Context: an optimization exercise on an open-source flow, tuned for small area and a short achievable clock period. The choices shown serve that exercise and are no tape-out recipe. In this exercise RTL edits were held to simulation tests only and were not proved equivalent to the original. Power is estimated from default activity; no workload was simulated.

==> design/flow/design.v <==
`default_nettype none
module top (
  input  logic hz100, reset,
  input  logic [20:0] pb,
  output logic [7:0] ss7, ss6, ss5, ss4, ss3, ss2, ss1, ss0,
  output logic red, green
);
  function automatic logic [4:0] dadd(input logic [3:0] a, input logic [3:0] b, input logic ci);
    logic [4:0] c;
    logic [3:0] z, s;
    logic co;
    c[0] = ci;
    for (int i = 0; i < 4; i++) begin
      z[i] = a[i] ^ b[i] ^ c[i];
      c[i+1] = (a[i] & b[i]) | (a[i] & c[i]) | (b[i] & c[i]);
    end
    co = c[4] | (z[3] & z[2]) | (z[3] & z[1]);
    s[0] = z[0];
    s[1] = z[1] ^ co;
    s[2] = z[2] ^ (co & ~z[1]);
    s[3] = z[3] ^ (co & (z[2] | z[1]));
    dadd = {co, s};
  endfunction
  function automatic logic [6:0] seg(input logic [3:0] d);
    case (d)
      4'h0: seg = 7'h3F; 4'h1: seg = 7'h06; 4'h2: seg = 7'h5B; 4'h3: seg = 7'h4F;
      4'h4: seg = 7'h66; 4'h5: seg = 7'h6D; 4'h6: seg = 7'h7D; 4'h7: seg = 7'h07;
      4'h8: seg = 7'h7F; 4'h9: seg = 7'h67; 4'hA: seg = 7'h77; 4'hB: seg = 7'h7C;
      4'hC: seg = 7'h39; 4'hD: seg = 7'h5E; 4'hE: seg = 7'h79; default: seg = 7'h71;
    endcase
  endfunction
  function automatic logic [6:0] segd(input logic [3:0] x);
    logic D, C, B, A;
    {D, C, B, A} = x;
    segd[0] = D | B | ~(C ^ A);
    segd[1] = ~C | ~(B ^ A);
    segd[2] = C | ~B | A;
    segd[3] = (~C & ~A) | (B & ~A) | (~C & B) | (C & ~B & A);
    segd[4] = ~A & (~C | B);
    segd[5] = D | (~B & ~A) | (C & ~B) | (C & ~A);
    segd[6] = D | (B ^ C) | (C & ~A);
  endfunction
  logic [1:0] ph;
  always_ff @(posedge hz100, posedge reset)
    if (reset) ph <= 2'b00;
    else       ph <= {ph[0], ~ph[1]};
  wire step = ph[1] & ph[0];
  wire [19:0] in = pb[19:0];
  wire [4:0] keycode;
  assign keycode[0] = in[1] | in[3] | in[5] | in[7] | in[9]  | in[11] | in[13] | in[15] | in[17] | in[19];
  assign keycode[1] = in[2] | in[3] | in[6] | in[7] | in[10] | in[11] | in[14] | in[15] | in[18] | in[19];
  assign keycode[2] = in[4] | in[5] | in[6] | in[7] | in[12] | in[13] | in[14] | in[15];
  assign keycode[3] = in[8] | in[9] | in[10] | in[11] | in[12] | in[13] | in[14] | in[15];
  assign keycode[4] = in[16] | in[17] | in[18] | in[19];
  logic d0, d1;
  always_ff @(posedge hz100, posedge reset)
    if (reset) begin d0 <= 1'b0; d1 <= 1'b0; end
    else begin d0 <= |in; d1 <= d0; end
  wire strobe = d0 & ~d1;
  logic [4:0] mt;    
  logic [1:0] sel;
  always_ff @(posedge hz100, posedge reset)
    if (reset) begin
      mt <= 5'd5;
      sel <= 2'd0;
    end else if (strobe) begin
      mt <= keycode;
      if (keycode[4:2] == 3'b100) sel <= ~keycode[1:0];
    end
  localparam logic [2:0] INIT = 3'd0, CALC = 3'd1, SET = 3'd2, CHK = 3'd3,
                         HLTL = 3'd4, HLTC = 3'd5, LAND = 3'd6, CRSH = 3'd7;
  logic [2:0] flight;
  logic [14:0] alt;       
  logic [11:0] vel;       
  logic vneg;             
  logic [11:0] fuel;      
  logic [4:0] thrust;     
  wire [4:0] a0 = dadd(alt[3:0], vel[3:0], 1'b0);
  wire [4:0] a1 = dadd(alt[7:4], vel[7:4], a0[4]);
  wire [4:0] a2 = dadd(alt[11:8], vel[11:8], a1[4]);
  wire alt15 = vneg ? (alt[14:12] == 3'd0 && !a2[4]) : (alt[14:12] == 3'd7 && a2[4]);
  wire [2:0] a3 = alt[14:12] + {2'b0, a2[4]} - {2'b0, vneg};    
  wire [14:0] newalt = {a3, a2[3:0], a1[3:0], a0[3:0]};
  wire [4:0] i0 = dadd(vel[3:0], 4'd4, 1'b1);
  wire [4:0] i1 = dadd(vel[7:4], 4'd9, i0[4]);
  wire [4:0] i2 = dadd(vel[11:8], 4'd9, i1[4]);
  wire [4:0] n0 = dadd(i0[3:0], thrust[3:0], 1'b0);
  wire [4:0] n1 = dadd(i1[3:0], {3'b0, thrust[4]}, n0[4]);
  wire [4:0] n2 = dadd(i2[3:0], 4'd0, n1[4]);
  wire newvneg = vneg ? !(i2[4] && n2[4]) : !(i2[4] || n2[4]);
  wire [11:0] newvel = {n2[3:0], n1[3:0], n0[3:0]};
  wire [3:0] td0 = (thrust[3] && (thrust[2] || thrust[1])) ? 4'd9 : thrust[3:0];
  wire [4:0] f0 = dadd(fuel[3:0], 4'd9 - td0, 1'b1);
  wire [4:0] f1 = dadd(fuel[7:4], {3'b100, !thrust[4]}, f0[4]);
  wire [4:0] f2 = dadd(fuel[11:8], 4'd9, f1[4]);
  wire fuelneg = !f2[4];                                    
  wire fuelhit = fuel[11:8] == 4'd0 && fuel[7:4] == {3'b0, thrust[4]} && fuel[3:0] == td0;   
  wire fuelzero = fuel == 12'd0;
  wire [11:0] newfuel = {f2[3:0], f1[3:0], f0[3:0]};
  wire landok = thrust <= 5'd5 && newvneg && n2[3:0] == 4'd9 &&
                (n1[3:0] > 4'd7 || (n1[3:0] == 4'd7 && n0[3:0] != 4'd0));
  always_ff @(posedge hz100, posedge reset)
    if (reset) begin
      flight <= INIT;
      alt <= 15'h4500;
      vel <= 12'h0;
      vneg <= 1'b0;
      fuel <= 12'h800;
      thrust <= 5'd5;
    end else if (step) begin
      case (flight)
        INIT: flight <= CALC;
        CALC: flight <= SET;
        SET: begin
          fuel <= fuelneg ? 12'd0 : newfuel;
          alt <= newalt;
          vel <= newvel;
          vneg <= newvneg;
          thrust <= (fuelhit || fuelzero) ? 5'd0 : mt;
          flight <= CHK;
        end
        CHK: begin
          if (alt15)
            flight <= landok ? HLTL : HLTC;
          else
            flight <= CALC;
        end
        HLTL, HLTC: begin
          flight <= (flight == HLTL) ? LAND : CRSH;
          alt <= 15'd0;
          vel <= 12'd0;
          vneg <= 1'b0;
        end
        default: ;
      endcase
    end
  assign green = flight == LAND;
  assign red = flight == CRSH;
  wire s0 = sel == 2'd0, s1 = sel == 2'd1, s2 = sel == 2'd2, s3 = sel == 2'd3;
  wire [3:0] v3 = s0 ? {1'b0, alt[14:12]} : (s1 ? {vneg, 2'b0, vneg} : 4'd0);
  wire [3:0] v2 = s0 ? alt[11:8] : s1 ? vel[11:8] : s2 ? fuel[11:8] : 4'd0;
  wire [3:0] v1 = s0 ? alt[7:4] : s1 ? vel[7:4] : s2 ? fuel[7:4] : {3'b0, thrust[4]};
  wire [3:0] v0 = s0 ? alt[3:0] : s1 ? vel[3:0] : s2 ? fuel[3:0] : thrust[3:0];
  wire en3 = v3 != 4'd0;
  wire en2 = en3 || v2 != 4'd0;
  wire en1 = en2 || v1 != 4'd0;
  always_comb begin
    case (sel)
      2'd0: {ss7, ss6, ss5} = 24'h773878;
      2'd1: {ss7, ss6, ss5} = 24'h3E7938;
      2'd2: {ss7, ss6, ss5} = 24'h6F776D;
      default: {ss7, ss6, ss5} = 24'h787650;
    endcase
    ss4 = 8'h00;
    ss3 = {1'b0, en3 ? segd(v3) : 7'h00};
    ss2 = {1'b0, en2 ? segd(v2) : 7'h00};
    ss1 = {1'b0, en1 ? segd(v1) : 7'h00};
    ss0 = {1'b0, seg(v0)};
  end
endmodule
==> design/flow/run.sh <==
#!/bin/bash
# synth_recipe.tcl (not shown) runs the flow's synth.tcl, then flattens the netlist and writes it again
# the make line also repeats each setting of config.mk as NAME=value (left out here)
make -C /OpenROAD-flow-scripts/flow DESIGN_CONFIG=/design/flow/config.mk WORK_HOME=/design/flow/orfs CLKGATE_MAP_FILE= SYNTH_SCRIPT=/design/flow/synth_recipe.tcl finish
==> design/flow/config.mk <==
export PLATFORM = sky130hd
export DESIGN_NAME = top
export DESIGN_NICKNAME = top
export VERILOG_FILES = /design/flow/design.v
export SDC_FILE = /design/flow/constraint.sdc
export NUM_CORES = 8
export LEC_CHECK = 0
export CAP_MARGIN = 20
export CORE_MARGIN = 2
export CORE_UTILIZATION = 40
export SETUP_SLACK_MARGIN = 4.0
export SLEW_MARGIN = 20
==> design/flow/constraint.sdc <==
create_clock -name core_clock -period 10.0 [get_ports {hz100}]
set_input_delay 2.0000 -clock core_clock [delete_from_list [all_inputs] [get_ports {hz100}]]
set_output_delay 2.0000 -clock core_clock [all_outputs]
set_load 0.01 [all_outputs]
==> results.yml <==
run_status:
  status: "no timing/DRC/antenna violations"
cells_and_area:
  final_cell_mix: "inv_1, clkdlybuf4s50_1, ha_1"
  syn_to_final_growth_pct: 25.0
  final_common_cell: "inv_1"
  drive_gt1_share_pct: 14.8
  diodes: 0
  fill_cells: 1255
  seqCellArea_um2: 1490
  postLayoutCellArea_um2: 6900
  multi_input_area_um2: 3580
  layoutNonFillerInstCount: 878
  nNetsFinal: 817
worst_setup_path:
  crit_top_cell: "fa_2"
  start_kind: "flop"
  critPathMaxStageDelay_ps: 500
  worstSetupPathType: "flop to flop"
  crit_required_ps: 10260
  critPathCaptureType: "flop"
  path_max_fanout: 2
  crit_arrival_ps: 6710
  crit_path_top_delay_cell: "fa_1"
cts:
  h-tree-depth: 3
  hold_buffers: 0
  clk_latency_ps: 340
  cts_buffers: 9
  clock_path_buffers: 2
  cts_sinks: 59
  clockRootBuffer: "clkbuf_16"
  clkTransAtPathRegs_ps: 60
  cts_tree: "done"
sta:
  min_period_ps: 6450
  tns_ps: 0
  worst_pin_slew_ps: 775
  rsz0062_at_grt: "true"
  fmax_mhz: 155
  skew_ps: 5.63
  timing.final.crit_share_pct: 64.5
  slew_viol_final: 0
  hold_viol_final: 0
  max-slew-margin-rel_pct: 48.3
  setup-violations-final: 0
placed_design:
  port_buffers: 68
  dp_cells: 838
  postPlaceCellArea_um2: 6220
  place_congestion: 0.790
  hpwlAfterDp_um: 8990
global_routing:
  grt_max_degree: 60
  grt.overflow.total: 0
  grt_pass1_vias: 4392
  antenna_found_initial: 0
  grt_pass1_wl_um: 20600
  gr-usage-all-layers_pct: 17.5
synthesis:
  ys_warn_count: 1
  synthFlopType: "dfrtp_1"
  ys_seq_area_share_pct: 26.9
  netlist_instances: 620
  netlist_area_um2: 5520
  ys_types: 56
  syn_area_per_cell_um2: 8.90
  ys_ff_latch: 59
  async_flop_share_pct: 100
  synth_edf_count: 0
drt:
  vias_per_cell: 5.08
  postRouteAntennaNets: 0
  via_count: 4459
  drc: 0
  avgRoutedWirePerCell_um: 13.9
  drt_first_iter_violations: 168
  firstDrtPassIters: 4
  totalWireLength_um: 12200
die:
  die_w_um: 121
  die_h_um: 121
  rows: 42
  ios: 89
  coreArea_um2: 13300
  dieArea_um2: 14800
  initial_core_util_pct: 41.3
pwr:
  pwr-share-seq_pct: 37.0
  switching_share_pct: 19.8
  power_frac_comb_pct: 2.9
  powerDensity_nw_per_um2: 93.7
  p_int_uw: 518
  p_leak_uw: 0.00303
  switchingPower_uw: 128
  fin_total_pwr_uw: 646
  clkPwrFrac_pct: 60.1
  vdd_drop_max_mv: 0.0835
run:
  drv_cap: 0
worst_hold_path:
  hp-class: "flop to flop"
## per-layer routing
metal  vias up  wire length, um  GRT usage, %
li1       2219                -             -
met1      2146             5640          23.1
met2        87             5990          29.4
met3         7              482          3.01
met4         0              125          4.81
met5         -                0             0
## flip-flops by register name, summed over array words and instances (netlist names), 2 cells and up
signal,flops
alt,15
flight,3
fuel,12
mt,5
ph,2
sel,2
thrust,5
vel,12
## what timing repair did
item | CTS | global route
gates resized for setup | 13 | 11
pin swaps | 12 | 14
endpoints found under the setup margin | 13 | 15
setup buffers | 18 | 6
## path summary, 6_finish.rpt
kind,from,end,cells past startpoint,slack (ps)
worst max-delay path,vel[0],alt[14],29,3550
worst min-delay path,d0,d1,0,380
worst max register to register,vel[0],alt[14],29,3550
worst min register to register,d0,d1,0,380
max in group asynchronous,reset,alt[7],3,7280
min in group asynchronous,reset,fuel[10],3,2210
## cells by family after synthesis
group,after synthesis,synth area share (%)
DFF,59,26.9
muxes,12,2.29
and+or+nand+nor,161,15.7
buffers and inverters,139,12.1
other,2,0.136
xor gates and xnor gates,17,2.70
AOI/OAI and AO/OA,132,15.2
adders and majority gates,98,24.9
## cells in the mapped netlist (all sizes together) (9+ instances only)
library cell	count	area, um^2
inv	92	345
ha	77	963
nand2	57	214
o21ai	52	260
dfrtp	51	1280
buf	38	290
nor2	31	119
a21oi	29	156
fa	20	400
a22o	13	114
clkbuf	9	33.8
nand2b	9	56.3
nor4	9	56.3
xor2	9	78.8
## worst max-delay path: cells and delay by family, from the launching register on
| family | cells | cell delay [ps] |
|---|---|---|
| AOI/OAI and AO/OA | 5 | 720 |
| adders and majority gates | 15 | 4700 |
| buffers and inverters | 7 | 390 |
| xor gates and xnor gates | 1 | 150 |
| DFF | 1 | 360 |
| and+or+nand+nor | 1 | 60 |
## per-stage QoR
stage | utilization (%) | hold WS, ps | setup WS (ps)
final | 51.7 | 381 | 3550
after global placement | 46.6 | 363 | 3290
after floorplan | - | 355 | 3590
after global routing | 51.7 | 399 | 3270
after detailed placement | 46.6 | 374 | 3190
after CTS | 51.0 | 387 | 3500
## power groups by stage
stage	sequential (uW)	clock [uW]	combinational, uW
after floorplan	243	0	13.0
after global placement	243	0	18.6
after detailed placement	243	0	18.9
after CTS	239	395	18.9
after global routing	239	407	20.9
final	239	388	18.4
## layout make-up
cell class              count  area share (%)
repair buffers             96            13.0
multi-input cells         439            51.9
well taps                 176            3.19
flip-flops and latches     59            21.6
inverters                  92            5.01
clock buffers               9            3.27
clock inverters             7            2.12

what the ideal ports hide:
Ports are ideal in the flow. The routed layout listed here was re-timed in OpenROAD.
Step 1 sets driving cells, clkbuf_16 on the clock port and buf_2 on the other inputs (assumed; they add their load-dependent delay and slew).
Step 2 times the ports against the registers' clock, not the clock port: input delays grow and output delays shrink by t, the midpoint of the rising clock arrivals with the driver on.
Slacks: ideal ports / drivers / drivers and shift; pairs: ideal ports / drivers.
shift t [ns]: 0.370
slack for setup (ns): 3.550 / 3.550 / 3.550
hold WS [ns]: 0.381 / 0.381 / 0.381
After both steps this run still meets setup and hold. For this run, drivers alone change the setup slack by 0.000 ns; drivers and shift together by 0.000 ns.
